From an optimization exercise on the open Yosys and OpenROAD flow, aimed at small area, a short achievable clock period and few clock cycles per item; shortcuts taken in it are not production practice.
Only simulation tests tie the RTL to the original design; equivalence was not proved.
Power and IR drop assume default switching activity.

Design MS_DMAC_AHBL, start of the top module:
module MS_DMAC_AHBL (
    input   wire    HCLK,
    input   wire    HRESETn,
    output  wire    IRQ,
    input wire          HSEL,
    input wire [31:0]   HADDR,
    input wire [1:0]    HTRANS,
    input wire          HWRITE,
    input wire          HREADY,
    input wire [31:0]   HWDATA,
    input wire [2:0]    HSIZE,
    output wire         HREADYOUT,
    output wire [31:0]  HRDATA,
    output wire [31:0]  M_HADDR,
    output wire [1:0]   M_HTRANS,
    output wire [2:0] 	M_HSIZE,
    output wire         M_HWRITE,
    output wire [31:0]  M_HWDATA,
    input wire          M_HREADY,
    input wire [31:0]   M_HRDATA
);
    reg         we_ctrl, we_saddr, we_daddr, we_size, we_trig;
    wire [15:0] a = HADDR[15:0];
    wire        a_ctrl  = (a == 16'h00);
    wire        a_stat  = (a == 16'h04);
    wire        a_saddr = (a == 16'h08);
    wire        a_daddr = (a == 16'h0C);
    wire        a_size  = (a == 16'h10);
    wire        a_trig  = (a == 16'h14);
    wire        a_none  = ~(a_ctrl | a_stat | a_saddr | a_daddr | a_size | a_trig);
    wire        wr_ap   = HSEL & HWRITE & HTRANS[1];
    always @(posedge HCLK) begin
        if (HREADY) begin
            we_ctrl  <= wr_ap & a_ctrl;
            we_saddr <= wr_ap & a_saddr;
            we_daddr <= wr_ap & a_daddr;
            we_size  <= wr_ap & a_size;
            we_trig  <= wr_ap & a_trig;
        end
    end
    reg [31:0]  CTRL_REG;
    reg [31:0]  SADDR_REG;
    reg [31:0]  DADDR_REG;
    reg [15:0]  SIZE_REG;
    reg         TRIG_REG;
    reg         done_r;
    reg         irq_r;
    wire        done_set;
    wire [31:0] ctrl_nx  = we_ctrl  ? HWDATA        : CTRL_REG;
    wire [31:0] saddr_nx = we_saddr ? HWDATA        : SADDR_REG;
  ...
Size: roughly 1100 cells after synthesis, roughly 320 flip-flops, about 14000 µm² of cells after synthesis.
clock: 7.0 ns
lec_check: 0
abc_clock_period_in_ps: 2000
cap_margin: 20
core_margin: 2
core_utilization: 40
setup_slack_margin: 5
slew_margin: 20
tns_end_percent: 100
run.sh (not shown) runs the stock make flow with config.mk's settings and CLKGATE_MAP_FILE= SYNTH_SCRIPT=/design/flow/synth_recipe.tcl, a recipe that flattens the netlist after the stock synthesis.
The starting point went through all stages and came out clean.
Testbench counts at the start, summed over its fixed seeds: cycles 100,757, items 25,289.
Edit:
Settings changed: ABC_CLOCK_PERIOD_IN_PS 2000 to 2500, CORE_UTILIZATION 40 to 65, PLACE_DENSITY set to 0.75, SETUP_SLACK_MARGIN 5 to 4.5.
What happened: Via count came out lower by 1.5%. Design area went down by 14%. Fmax falls by 1.9%. Global-route usage increases by 9.4 points. Non-clock buffer count decreases by 71. Die area is lower by 38%. Critical path depth stays the same. Hold slack stays flat. Power fell by 11%. Sequential share of layout area increases by 6.5 points.

---

Setup of build 72:
The RTL this note starts from:
==> flow/design.v <==
`timescale          1ns/1ps
`default_nettype    none
module MS_DMAC_AHBL (
    input   wire    HCLK,
    input   wire    HRESETn,
    output  wire    IRQ,
    input wire          HSEL,
    input wire [31:0]   HADDR,
    input wire [1:0]    HTRANS,
    input wire          HWRITE,
    input wire          HREADY,
    input wire [31:0]   HWDATA,
    input wire [2:0]    HSIZE,
    output wire         HREADYOUT,
    output wire [31:0]  HRDATA,
    output wire [31:0]  M_HADDR,
    output wire [1:0]   M_HTRANS,
    output wire [2:0] 	M_HSIZE,
    output wire         M_HWRITE,
    output wire [31:0]  M_HWDATA,
    input wire          M_HREADY,
    input wire [31:0]   M_HRDATA
);
    reg         we_ctrl, we_saddr, we_daddr, we_size, we_trig;
    wire [15:0] a = HADDR[15:0];
    wire        a_ctrl  = (a == 16'h00);
    wire        a_stat  = (a == 16'h04);
    wire        a_saddr = (a == 16'h08);
    wire        a_daddr = (a == 16'h0C);
    wire        a_size  = (a == 16'h10);
    wire        a_trig  = (a == 16'h14);
    wire        a_none  = ~(a_ctrl | a_stat | a_saddr | a_daddr | a_size | a_trig);
    wire        wr_ap   = HSEL & HWRITE & HTRANS[1];
    always @(posedge HCLK) begin
        if (HREADY) begin
            we_ctrl  <= wr_ap & a_ctrl;
            we_saddr <= wr_ap & a_saddr;
            we_daddr <= wr_ap & a_daddr;
            we_size  <= wr_ap & a_size;
            we_trig  <= wr_ap & a_trig;
        end
    end
    reg [31:0]  CTRL_REG;
    reg [31:0]  SADDR_REG;
    reg [31:0]  DADDR_REG;
    reg [15:0]  SIZE_REG;
    reg         TRIG_REG;
    reg         done_r;
    reg         irq_r;
    wire        done_set;
    wire [31:0] ctrl_nx  = we_ctrl  ? HWDATA        : CTRL_REG;
    wire [31:0] saddr_nx = we_saddr ? HWDATA        : SADDR_REG;
    wire [31:0] daddr_nx = we_daddr ? HWDATA        : DADDR_REG;
    wire [15:0] size_nx  = we_size  ? HWDATA[15:0]  : SIZE_REG;
    wire        trig_nx  = we_trig  ? HWDATA[0]     : (TRIG_REG & ~done_set);
    wire        done_nx  = we_trig  ? 1'b0          : (done_r | done_set);
    wire        irq_nx   = done_nx & ctrl_nx[0];
    always @(posedge HCLK or negedge HRESETn)
        if (~HRESETn) begin
            CTRL_REG  <= 32'h0;
            SADDR_REG <= 32'h0;
            DADDR_REG <= 32'h0;
            SIZE_REG  <= 16'h0;
            TRIG_REG  <= 1'b0;
            done_r    <= 1'b0;
            irq_r     <= 1'b0;
        end else begin
            CTRL_REG  <= ctrl_nx;
            SADDR_REG <= saddr_nx;
            DADDR_REG <= daddr_nx;
            SIZE_REG  <= size_nx;
            TRIG_REG  <= trig_nx;
            done_r    <= done_nx;
            irq_r     <= irq_nx;
        end
    wire        EN        = CTRL_REG[0];
    wire [1:0]  SRC_TYPE  = CTRL_REG[17:16];
    wire        SRC_AI    = CTRL_REG[18];
    wire [1:0]  DEST_TYPE = CTRL_REG[25:24];
    wire        DEST_AI   = CTRL_REG[26];
    assign IRQ = irq_r;
    reg [31:0]  rdata_r;
    always @(posedge HCLK)
        rdata_r <= ({32{a_ctrl}}  & ctrl_nx)
                 | ({32{a_stat}}  & {31'h0, irq_nx})
                 | ({32{a_saddr}} & saddr_nx)
                 | ({32{a_daddr}} & daddr_nx)
                 | ({32{a_size}}  & {16'h0, size_nx})
                 | ({32{a_trig}}  & {31'h0, trig_nx})
                 | ({32{a_none}}  & 32'hDEADBEEF);
    assign HRDATA    = rdata_r;
    assign HREADYOUT = 1'b1;
    reg         s_r0;        
    reg         s_rd;        
    reg         s_wn;        
    reg         s_wp;        
    reg         s_wf;        
    reg         s_bub;       
    reg         s_fdp;       
    reg         htrans_r;
    reg         hwrite_r;
    reg [1:0]   hsize_r;
    reg [15:0]  rem;         
    reg         last;        
    wire        last_nx;
    reg [31:0]  cur;         
    reg [31:0]  alt;         
    wire idle  = ~(s_r0 | s_rd | s_wn | s_wp | s_wf | s_bub | s_fdp);
    wire rdy   = M_HREADY;
    wire start = idle & trig_nx & ctrl_nx[0];
    wire n_r0  = start;
    wire n_rd  = rdy ? ((s_r0 & ~last) | s_wn)  : s_rd;
    wire n_wn  = rdy ? (s_rd & ~last)           : s_wn;
    wire n_wp  = rdy ? (s_rd & last)            : s_wp;
    wire n_wf  = rdy ? (s_wp | s_bub)           : s_wf;
    wire n_bub = rdy ? (s_r0 & last)            : s_bub;
    wire n_fdp = rdy ? s_wf                     : s_fdp;
    wire n_r0h = ~rdy & s_r0;
    assign done_set = s_fdp & rdy;
    always @(posedge HCLK or negedge HRESETn)
        if (~HRESETn) begin
            s_r0     <= 1'b0;
            s_rd     <= 1'b0;
            s_wn     <= 1'b0;
            s_wp     <= 1'b0;
            s_wf     <= 1'b0;
            s_bub    <= 1'b0;
            s_fdp    <= 1'b0;
            htrans_r <= 1'b0;
            hwrite_r <= 1'b0;
        end else begin
            s_r0     <= n_r0 | n_r0h;
            s_rd     <= n_rd;
            s_wn     <= n_wn;
            s_wp     <= n_wp;
            s_wf     <= n_wf;
            s_bub    <= n_bub;
            s_fdp    <= n_fdp;
            htrans_r <= n_r0 | n_r0h | n_rd | n_wn | n_wp | n_wf;
            hwrite_r <= n_wn | n_wp | n_wf;
        end
    wire n_wr   = n_wn | n_wp | n_wf;
    wire n_swap = ((n_r0 | n_r0h) & last_nx) | n_rd | n_wn;
    wire n_incr = ((n_r0 | n_r0h) & ~last_nx) | n_wp;
    wire [1:0]  n_typ = n_wr ? ctrl_nx[25:24] : ctrl_nx[17:16];
    wire        n_ai  = n_wr ? ctrl_nx[26]    : ctrl_nx[18];
    reg         op_swap, op_incr;
    reg [3:0]   step;
    always @(posedge HCLK or negedge HRESETn)
        if (~HRESETn) begin
            op_swap <= 1'b0;
            op_incr <= 1'b0;
        end else begin
            op_swap <= n_swap;
            op_incr <= n_incr;
        end
    always @(posedge HCLK) begin
        hsize_r <= n_typ;
        step    <= n_ai ? (4'h1 << n_typ) : 4'h0;
    end
    wire is_rd = s_r0 | s_rd;
    wire swap  = rdy & op_swap;
    wire incr  = rdy & op_incr;
    wire [31:0] nxt = cur + {28'h0, step};
    wire [15:0] rem_nx  = idle ? SIZE_REG : (rdy & is_rd) ? rem - 16'h1 : rem;
    assign      last_nx = idle ? (SIZE_REG == 16'h0) : (rdy & is_rd) ? (rem == 16'h1) : last;
    always @(posedge HCLK) begin
        rem  <= rem_nx;
        last <= last_nx;
        if (idle) begin
            cur  <= SADDR_REG;
            alt  <= DADDR_REG;
        end else if (swap) begin
            cur <= alt;
            alt <= nxt;
        end else if (incr)
            cur <= nxt;
    end
    reg         dp_r, dp_r0, dp_w;
    reg [31:0]  qa, qb;
    always @(posedge HCLK)
        if (rdy) begin
            dp_r  <= htrans_r & ~hwrite_r;
            dp_r0 <= s_r0;
            dp_w  <= htrans_r &  hwrite_r;
        end
    always @(posedge HCLK) begin
        if (dp_r & dp_r0)
            qa <= M_HRDATA;
        else if (dp_w & rdy)
            qa <= qb;
        if (dp_r & ~dp_r0)
            qb <= M_HRDATA;
    end
    assign M_HADDR  = cur;
    assign M_HTRANS = {htrans_r, 1'b0};
    assign M_HWRITE = hwrite_r;
    assign M_HSIZE  = {1'b0, hsize_r};
    assign M_HWDATA = qa;
endmodule
clock: 7.0 ns
lec_check: 0
abc_clock_period_in_ps: 2500
cap_margin: 20
core_margin: 2
core_utilization: 40
cts_cluster_diameter: 100
cts_cluster_size: 25
place_density: 0.8
setup_slack_margin: 4.5
slew_margin: 20
tns_end_percent: 100
standard.sh (not shown) runs the stock make flow with config.mk's settings and CLKGATE_MAP_FILE= SYNTH_SCRIPT=/design/flow/synth_recipe.tcl, a recipe that flattens the netlist after the stock synthesis.
==> flow/flow/run.sh <==
#!/bin/bash
# Standard layout, with every port buffered by the smallest buffer
# (timing repair resizes them where it needs to).
set -euo pipefail
export BUFFER_PORTS_ARGS="-buffer_cell sky130_fd_sc_hd__buf_1"
bash standard.sh synth > synth.log 2>&1
bash standard.sh > layout.log 2>&1
Build 72 completed end to end with timing, DRC and antenna clean.
Testbench counts of build 72, summed over its fixed seeds: cycles 100,757, items 25,289.
Setup changes, build 72 to build 75
# build 72
export LEC_CHECK = 0
export ABC_CLOCK_PERIOD_IN_PS = 2500
export CAP_MARGIN = 20
export CORE_MARGIN = 2
export CORE_UTILIZATION = 40
export CTS_CLUSTER_DIAMETER = 100
export CTS_CLUSTER_SIZE = 25
export PLACE_DENSITY = 0.8
export SETUP_SLACK_MARGIN = 4.5
export SLEW_MARGIN = 20
export TNS_END_PERCENT = 100
create_clock -name core_clock -period 7.0 [get_ports {HCLK}]
# build 75
export LEC_CHECK = 0
export ABC_CLOCK_PERIOD_IN_PS = 2500
export CAP_MARGIN = 20
export CORE_MARGIN = 2
export CORE_UTILIZATION = 55
export CTS_CLUSTER_DIAMETER = 100
export CTS_CLUSTER_SIZE = 25
export SETUP_SLACK_MARGIN = 4.5
export SLEW_MARGIN = 20
export TNS_END_PERCENT = 100
create_clock -name core_clock -period 7.0 [get_ports {HCLK}]
- Relative to build 72, vertical extent of the die decreased by 14% in build 75.
- Final cell area: build 75 below build 72
- Reported for build 72 and build 75, compound-gate portion of the synthesized area turned out identical to the last digit.
- Build 75 vs build 72: row count down
> inputs changed (build 75 -> build 54)
# build 75
export LEC_CHECK = 0
export ABC_CLOCK_PERIOD_IN_PS = 2500
export CAP_MARGIN = 20
export CORE_MARGIN = 2
export CORE_UTILIZATION = 55
export CTS_CLUSTER_DIAMETER = 100
export CTS_CLUSTER_SIZE = 25
export SETUP_SLACK_MARGIN = 4.5
export SLEW_MARGIN = 20
export TNS_END_PERCENT = 100
create_clock -name core_clock -period 7.0 [get_ports {HCLK}]
# build 54
export LEC_CHECK = 0
export ABC_AREA = 1
export ABC_CLOCK_PERIOD_IN_PS = 2500
export CAP_MARGIN = 20
export CORE_MARGIN = 2
export CORE_UTILIZATION = 40
export SETUP_SLACK_MARGIN = 4.5
export SLEW_MARGIN = 20
export TNS_END_PERCENT = 100
create_clock -name core_clock -period 7.0 [get_ports {HCLK}]
Findings:
- In build 54 relative to build 75, fmax had gone down by a few percent.
- Insertion delay of the later-clocked pin in the worst-skew pair essentially unchanged between build 75 and build 54.
- Going from build 75 to build 54, the number of iterations in the first detailed-routing pass was found to have gone down by 2.
- For build 54, the startpoint of the most critical setup path was cur[25], unlike build 75, where it was HADDR[14].
- Final worst-path cycle share up 1.3 points in build 54 wrt build 75
- Build 75 → build 54: total setup violations reported at the end of the flow flat; depth of the worst register-to-register path up 4; number of antenna violations at the first check in global routing down 1; multi-input combinational cell count up 360.
### build 54 -> build 41
# build 54
export LEC_CHECK = 0
export ABC_AREA = 1
export ABC_CLOCK_PERIOD_IN_PS = 2500
export CAP_MARGIN = 20
export CORE_MARGIN = 2
export CORE_UTILIZATION = 40
export SETUP_SLACK_MARGIN = 4.5
export SLEW_MARGIN = 20
export TNS_END_PERCENT = 100
create_clock -name core_clock -period 7.0 [get_ports {HCLK}]
# build 41
export LEC_CHECK = 0
export ABC_CLOCK_PERIOD_IN_PS = 2500
export CAP_MARGIN = 20
export CORE_MARGIN = 2
export CORE_UTILIZATION = 40
export CTS_CLUSTER_DIAMETER = 100
export CTS_CLUSTER_SIZE = 25
export SETUP_SLACK_MARGIN = 4.4
export SLEW_MARGIN = 20
export TNS_END_PERCENT = 100
create_clock -name core_clock -period 7.0 [get_ports {HCLK}]
==> comparison <==
Build 41 ran to completion and came out clean on the timing, DRC and antenna checks. Relative to build 54, the global routing met2 resource utilization of build 41 is higher by 0.45 points. Worst setup path startpoint = cur[0]: build 41; worst setup path startpoint = cur[25]: build 54. In build 41, layout cell share with drive strength beyond 1 is higher than in build 54. As of build 41, non-clock buffer count had risen slightly compared to build 54. Of the two candidates, build 54 has the worse wire length after detailed routing and build 41 the better one. The lower worst setup slack came out of build 41. | peak per-stage delay on the critical path | higher: build 54 |.
Edits applied to the flow inputs when going from build 41 to build 29:
# build 41
export LEC_CHECK = 0
export ABC_CLOCK_PERIOD_IN_PS = 2500
export CAP_MARGIN = 20
export CORE_MARGIN = 2
export CORE_UTILIZATION = 40
export CTS_CLUSTER_DIAMETER = 100
export CTS_CLUSTER_SIZE = 25
export SETUP_SLACK_MARGIN = 4.4
export SLEW_MARGIN = 20
export TNS_END_PERCENT = 100
create_clock -name core_clock -period 7.0 [get_ports {HCLK}]
# build 29
export LEC_CHECK = 0
export ABC_CLOCK_PERIOD_IN_PS = 2500
export CAP_MARGIN = 20
export CORE_MARGIN = 2
export CORE_UTILIZATION = 40
export SETUP_SLACK_MARGIN = 4.5
export SLEW_MARGIN = 20
export TNS_END_PERCENT = 100
create_clock -name core_clock -period 7.0 [get_ports {HCLK}]
==> flow/run.sh (new file) <==
#!/bin/bash
# synth_recipe.tcl (not shown) runs the flow's synth.tcl, then flattens the netlist and writes it again
# the make line also repeats each setting of config.mk as NAME=value (left out here)
make -C /OpenROAD-flow-scripts/flow DESIGN_CONFIG=/design/flow/config.mk WORK_HOME=/design/flow/orfs CLKGATE_MAP_FILE= SYNTH_SCRIPT=/design/flow/synth_recipe.tcl finish
removed: flow/flow/run.sh
removed: flow/standard.sh
[compare] base=build 41 new=build 29: slew at the pin with the worst max-slew slack down 0.032 ns, layout inverter count without the clock tree down 3.8%, buffer share of cell area up 4.6 points, global-route usage up 1.1 points, final cell count up 2.9%. Share of the clock period used by the worst path after layout: build 29 vs build 41 down 0.79 points. On wire length of the first global-routing pass, build 41 beats build 29. | worst hold margin | higher: build 41 |.
diff inputs: build 29 => build 42
# build 29
export LEC_CHECK = 0
export ABC_CLOCK_PERIOD_IN_PS = 2500
export CAP_MARGIN = 20
export CORE_MARGIN = 2
export CORE_UTILIZATION = 40
export SETUP_SLACK_MARGIN = 4.5
export SLEW_MARGIN = 20
export TNS_END_PERCENT = 100
create_clock -name core_clock -period 7.0 [get_ports {HCLK}]
# build 42
export LEC_CHECK = 0
export ABC_CLOCK_PERIOD_IN_PS = 2500
export CAP_MARGIN = 20
export CORE_MARGIN = 2
export CORE_UTILIZATION = 40
export CTS_CLUSTER_DIAMETER = 120
export CTS_CLUSTER_SIZE = 28
export SETUP_SLACK_MARGIN = 4.5
export SLEW_MARGIN = 20
export TNS_END_PERCENT = 100
create_clock -name core_clock -period 7.0 [get_ports {HCLK}]
==> flow/flow/run.sh (new file) <==
#!/bin/bash
# Standard layout, with every port buffered by the smallest buffer
# (timing repair resizes them where it needs to).
set -euo pipefail
export BUFFER_PORTS_ARGS="-buffer_cell sky130_fd_sc_hd__buf_1"
bash standard.sh synth > synth.log 2>&1
bash standard.sh > layout.log 2>&1
==> flow/standard.sh (new file) <==
#!/bin/bash
# synth_recipe.tcl (not shown) runs the flow's synth.tcl, then flattens the netlist and writes it again
# the make line also repeats each setting of config.mk as NAME=value (left out here)
make -C /OpenROAD-flow-scripts/flow DESIGN_CONFIG=/design/flow/config.mk WORK_HOME=/design/flow/orfs CLKGATE_MAP_FILE= SYNTH_SCRIPT=/design/flow/synth_recipe.tcl "${@:-finish}"
removed: flow/run.sh
--- outcome ---
Going from build 29 to build 42, final-stage net count fell by about 1.7%; final period demand of the worst path stayed essentially flat.
Measured against each other, build 42 and build 29 differ in via count, the higher figure coming from build 29.
Standby leakage power for build 42: about 13% down relative to build 29
Looking at post-route non-filler standard cell count, build 42 sits below build 29.

-- re-timing with driven ports --
The flow's constraints put no driver on any port. The routed layouts listed below were extracted and timed again, unchanged, in two steps.
Step 1, drivers: a clkbuf_16 drives HCLK and a buf_2 each remaining input, both assumed.
Step 2, shift: input delay + t, output delay - t, t = (earliest + latest rising clock arrival at the registers) / 2. This alone moves slack from input paths to output paths.
Three values: ideal, step 1, step 2; two values: the first two.
run | t (ns) | setup slack, ns | worst setup path after step 2
the first run of note 1 | 0.569 | 4.419 / 4.366 / 3.971 | input to register
the second run of note 1 | 0.603 | 4.368 / 4.320 / 3.900 | input to register
build 72 | 0.567 | 4.378 / 4.327 / 3.946 | input to register
build 75 | 0.559 | 4.473 / 4.422 / 3.939 | input to register
build 54 | 0.573 | 4.385 / 4.331 / 4.054 | input to register
build 41 | 0.570 | 4.378 / 4.326 / 3.923 | input to register
build 29 | 0.570 | 4.433 / 4.382 / 3.967 | input to register
build 42 | 0.561 | 4.434 / 4.384 / 3.914 | input to register
After both steps every run listed still meets setup and hold. For build 75, which loses most, drivers alone change the setup slack by -0.051 ns; drivers and shift together by -0.534 ns.
